What follows belongs to an exercise in optimizing a design on an open flow for small area, a short achievable clock period and few clock cycles per item; a production flow would make more cautious choices.
At most, simulation tests tie the RTL to the original design; equivalence was not proved.
No activity file was given, so power comes from the tool's default toggle rates.

==> 12-01: inputs <==
==> flow/design.v (excerpt) <==
module seq_multiplier #(
    parameter N = 32
)(
    input  wire clk,
    input  wire rst,
    input  wire start,
    input  wire [N-1:0] multiplicand,
    input  wire [N-1:0] multiplier,
    output wire [2*N-1:0] product,
    output wire busy,
    output wire done
);
  reg busy_q, idle_r, done_r, cpa2_r, first_r;
  reg [3:0] cnt;
  reg [31:0] plo;           
  reg [31:0] phi;           
  reg [34:0] s, c;          
  reg [3:0] px, py;         
  reg cf;                   
  reg [3:0] lo;             
  reg [2:0] bg, bp;         
  reg nan, oa, ta, nb, ob, tb;   
  wire na = ~nan;              
  assign busy = busy_q;
  assign done = done_r;
  assign product = {phi, plo};
  wire busy_n = ~rst & (idle_r ? start : ~cpa2_r);
  always @(posedge clk) begin
    busy_q  <= busy_n;           
    idle_r  <= ~busy_n;          
    done_r  <= ~rst & ~idle_r & cpa2_r;
    cpa2_r  <= ~rst & ~idle_r & (cnt == 4'd9);
    cnt     <= idle_r ? 4'd1 : cnt + 4'd1;
    first_r <= idle_r;
  end
  wire m7 = (cnt == 4'd7);                   
  wire [2:0] tra = idle_r ? {multiplier[2:1], 1'b0} : plo[6:4];
  wire [2:0] trb = idle_r ? multiplier[4:2] : {plo[8] & ~m7, plo[7:6]};
  always @(posedge clk) begin
    nan <= ~tra[2];
    oa <= tra[1] ^ tra[0];
    ta <= (tra[2] & ~tra[1] & ~tra[0]) | (~tra[2] & tra[1] & tra[0]);
    nb <= trb[2];
    ob <= trb[1] ^ trb[0];
    tb <= (trb[2] & ~trb[1] & ~trb[0]) | (~trb[2] & trb[1] & trb[0]);
  end
  wire [33:0] mcx = {1'b0, multiplicand, 1'b0};
  wire [32:0] sa, sb;
  genvar k;
  generate
    for (k = 0; k < 33; k = k + 1) begin : g_pp
      assign sa[k] = (oa & mcx[k+1]) | (ta & mcx[k]);
  ...
export LEC_CHECK = 0
export CAP_MARGIN = 20
export CORE_MARGIN = 2
export CORE_UTILIZATION = 40
export SETUP_SLACK_MARGIN = 2.6
export SLEW_MARGIN = 20
export TNS_END_PERCENT = 10
create_clock -name core_clock -period 4.5 [get_ports {clk}]
standard.sh (not shown) runs the stock make flow with config.mk's settings and CLKGATE_MAP_FILE= SYNTH_SCRIPT=/design/flow/synth_recipe.tcl, a recipe that flattens the netlist after the stock synthesis.
==> flow/flow/run.sh <==
#!/bin/bash
# Layout flow: the standard ORFS flow (standard.sh, unchanged synthesis), with
#  - port buffers made of sky130_fd_sc_hd__buf_2 instead of the default delay-cell buffers;
#  - clock tree synthesis without dummy load cells, with larger sink clusters.
# make's full output goes to make_finish.log in the work folder; ORFS keeps each step's log
# under orfs/logs/.
set -euo pipefail
CTS="-sink_clustering_enable -repair_clock_nets -dont_use_dummy_load -sink_clustering_size 30 -buf_list sky130_fd_sc_hd__clkbuf_16"
bash standard.sh "BUFFER_PORTS_ARGS=-buffer_cell sky130_fd_sc_hd__buf_2" "CTS_ARGS=$CTS" finish > make_finish.log 2>&1
test -f out/final.def
==> 08-04 (differences from 12-01) <==
--- a/flow/design.v
+++ b/flow/design.v
@@ -7,59 +7,57 @@
     input  wire [N-1:0] multiplicand,
     input  wire [N-1:0] multiplier,
     output wire [2*N-1:0] product,
     output wire busy,
     output wire done
 );
-  reg busy_q, idle_r, done_r, cpa2_r, first_r;
+  reg busy_q, idle_r, done_r, cpa_r, first_r;
   reg [3:0] cnt;
+  reg [31:0] mc;            
   reg [31:0] plo;           
   reg [31:0] phi;           
   reg [34:0] s, c;          
   reg [3:0] px, py;         
   reg cf;                   
-  reg [3:0] lo;             
-  reg [2:0] bg, bp;         
-  reg nan, oa, ta, nb, ob, tb;   
-  wire na = ~nan;              
+  reg na, oa, ta, nb, ob, tb;   
   assign busy = busy_q;
   assign done = done_r;
   assign product = {phi, plo};
-  wire busy_n = ~rst & (idle_r ? start : ~cpa2_r);
+  wire busy_n = ~rst & (idle_r ? start : ~cpa_r);
   always @(posedge clk) begin
     busy_q  <= busy_n;           
     idle_r  <= ~busy_n;          
-    done_r  <= ~rst & ~idle_r & cpa2_r;
-    cpa2_r  <= ~rst & ~idle_r & (cnt == 4'd9);
+    done_r  <= ~rst & ~idle_r & cpa_r;
+    cpa_r   <= ~rst & ~idle_r & (cnt == 4'd8);
     cnt     <= idle_r ? 4'd1 : cnt + 4'd1;
     first_r <= idle_r;
   end
   wire m7 = (cnt == 4'd7);                   
   wire [2:0] tra = idle_r ? {multiplier[2:1], 1'b0} : plo[6:4];
   wire [2:0] trb = idle_r ? multiplier[4:2] : {plo[8] & ~m7, plo[7:6]};
   always @(posedge clk) begin
-    nan <= ~tra[2];
+    na <= tra[2];
     oa <= tra[1] ^ tra[0];
     ta <= (tra[2] & ~tra[1] & ~tra[0]) | (~tra[2] & tra[1] & tra[0]);
     nb <= trb[2];
     ob <= trb[1] ^ trb[0];
     tb <= (trb[2] & ~trb[1] & ~trb[0]) | (~trb[2] & trb[1] & trb[0]);
   end
-  wire [33:0] mcx = {1'b0, multiplicand, 1'b0};
+  wire [33:0] mcx = {1'b0, mc, 1'b0};
   wire [32:0] sa, sb;
   genvar k;
   generate
     for (k = 0; k < 33; k = k + 1) begin : g_pp
       assign sa[k] = (oa & mcx[k+1]) | (ta & mcx[k]);
       assign sb[k] = (ob & mcx[k+1]) | (tb & mcx[k]);
     end
   endgenerate
   wire ta34 = first_r ? na : ~na;
   wire ta35 = first_r ? na : 1'b1;
   wire ta36 = first_r & ~na;
-  wire [34:0] se = first_r ? ({3'b000, multiplicand} & {35{plo[0]}}) : s;
+  wire [34:0] se = first_r ? ({3'b000, mc} & {35{plo[0]}}) : s;
   wire [34:0] ce = c & {35{~first_r}};
   wire fs1 = ce[1] ^ na ^ se[1];
   wire fc2 = (ce[1] & na) | (ce[1] & se[1]) | (na & se[1]);
   wire pp3 = sa[0] ^ na;
   wire fx6 = ce[2] ^ se[2] ^ na;
   wire fg7 = na ? (ce[2] & se[2]) : (ce[2] | se[2]);
@@ -321,31 +319,19 @@
   wire fs260 = ta35 ^ pp262 ^ fc256;
   wire fc261 = (ta35 & pp262) | (ta35 & fc256) | (pp262 & fc256);
   wire fs263 = ta36 ^ ~nb ^ fc261;
   wire fc264 = (ta36 & ~nb) | (ta36 & fc261) | (~nb & fc261);
   wire [38:0] x = {1'b0, 1'b1, fs263, fs260, fc253, fc245, fc237, fc229, fc221, fc213, fc205, fc197, fc189, fc181, fc173, fc165, fc157, fc149, fc141, fc133, fc125, fc117, fc109, fc101, fc93, fc85, fc77, fc69, fc61, fc53, fc45, fc37, fc29, fc21, fc12, fc5, fc2, pp3, ce[0]};
   wire [38:0] y = {1'b0, fc264, 1'b0, fc258, fs257, fs252, fs244, fs236, fs228, fs220, fs212, fs204, fs196, fs188, fs180, fs172, fs164, fs156, fs148, fs140, fs132, fs124, fs116, fs108, fs100, fs92, fs84, fs76, fs68, fs60, fs52, fs44, fs36, fs28, fs20, fs11, fs4, fs1, se[0]};
-  wire [4:0] lo5 = {1'b0, px} + {1'b0, py} + {4'd0, cf};
-  wire [8:0] a0 = {1'b0, s[7:0]}   + {1'b0, c[7:0]};
-  wire [8:0] a1 = {1'b0, s[15:8]}  + {1'b0, c[15:8]};
-  wire [8:0] a2 = {1'b0, s[23:16]} + {1'b0, c[23:16]};
-  wire [7:0] a3 = s[31:24] + c[31:24];
-  wire k1 = bg[0] | (bp[0] & cf);
-  wire k2 = bg[1] | (bp[1] & bg[0]) | (bp[1] & bp[0] & cf);
-  wire k3 = bg[2] | (bp[2] & bg[1]) | (bp[2] & bp[1] & bg[0]) | (bp[2] & bp[1] & bp[0] & cf);
-  wire [7:0] i0 = phi[7:0]   + {7'd0, cf};
-  wire [7:0] i1 = phi[15:8]  + {7'd0, k1};
-  wire [7:0] i2 = phi[23:16] + {7'd0, k2};
-  wire [7:0] i3 = phi[31:24] + {7'd0, k3};
+  wire [4:0] chunk = {1'b0, px} + {1'b0, py} + {4'd0, cf};
+  wire [36:0] full = {s[31:0], px, 1'b1} + {c[31:0], py, cf};
   always @(posedge clk) begin
-    plo <= idle_r ? multiplier : {lo, plo[31:4]};
-    lo  <= lo5[3:0];
-    phi <= cpa2_r ? {i3, i2, i1, i0} : {a3, a2[7:0], a1[7:0], a0[7:0]};
-    bg  <= {a2[8], a1[8], a0[8]};
-    bp  <= {&a2[7:0], &a1[7:0], &a0[7:0]};
+    mc  <= multiplicand;
+    plo <= idle_r ? multiplier : {chunk[3:0], plo[31:4]};
+    phi <= full[36:5];
     s   <= x[38:4];
     c   <= y[38:4];
     px  <= idle_r ? 4'd0 : x[3:0];
     py  <= idle_r ? 4'd0 : y[3:0];
-    cf  <= ~idle_r & lo5[4];
+    cf  <= ~idle_r & chunk[4];
   end
 endmodule
==> flow/run.sh (new file) <==
#!/bin/bash
# synth_recipe.tcl (not shown) runs the flow's synth.tcl, then flattens the netlist and writes it again
# the make line also repeats each setting of config.mk as NAME=value (left out here)
make -C /OpenROAD-flow-scripts/flow DESIGN_CONFIG=/design/flow/config.mk WORK_HOME=/design/flow/orfs CLKGATE_MAP_FILE= SYNTH_SCRIPT=/design/flow/synth_recipe.tcl finish
Settings changed: TNS_END_PERCENT 10 to unset.
removed: flow/flow/run.sh
removed: flow/standard.sh
==> reports/qor.csv <==
metric,value,unit
status,no timing/DRC/antenna violations,
final clock skew,0.0165,ns
Synth Register Bits,185,
Routability Congestion,0.856,
sequential power share,0.249,
final WL,29.0,mm
first-pass GRT wire length,45.1,mm
Net Sw Power,4.59,mW
dpl cells,1532,
Finished Layout Cells,1622,
crit path DAT,2.72,ns
Placeable Area,25800,sq um
[end of results for 08-04]
==> reports/qor.csv <==
metric,value,unit
status,no timing/DRC/antenna violations,
dpl cells,1512,
final clock skew,0.0233,ns
final WL,23.2,mm
sequential power share,0.336,
Placeable Area,25300,sq um
Synth Register Bits,164,
Net Sw Power,2.97,mW
first-pass GRT wire length,37.2,mm
Routability Congestion,0.803,
[end of results for 12-01]
Testbench counts of 12-01, summed over its fixed seeds: cycles 19,200, items 1,600.
For 08-04, only the layout was checked, not whether the RTL still works.

-- static timing again, ports no longer ideal --
In the flow no input, the clock included, has a driving cell. The finished layouts below were timed again as built, in two steps.
Step 1 assumes that a clkbuf_16 drives the clock port and a buf_2 every other input.
Step 2, shift: input delay + t, output delay - t, t = (earliest + latest rising clock arrival at the registers) / 2. This alone moves slack from input paths to output paths.
Slacks: no drivers / after step 1 / after step 2; pairs: no drivers / after step 1.
| run | t, ns | setup WS [ns] | slew at the worst register clock pin (ns) | worst data-port slew with drivers (ns) |
|---|---|---|---|---|
| 12-01 | 0.466 | 2.451 / 2.451 / 2.056 | 0.08 / 0.08 | 0.06 |
| 08-04 | 0.491 | 2.106 / 2.106 / 2.106 | 0.09 / 0.09 | 0.07 |
After both steps every run listed still meets setup and hold. The setup slack of 12-01, which loses most, moves by 0.000 ns with the drivers and by -0.395 ns with both steps.
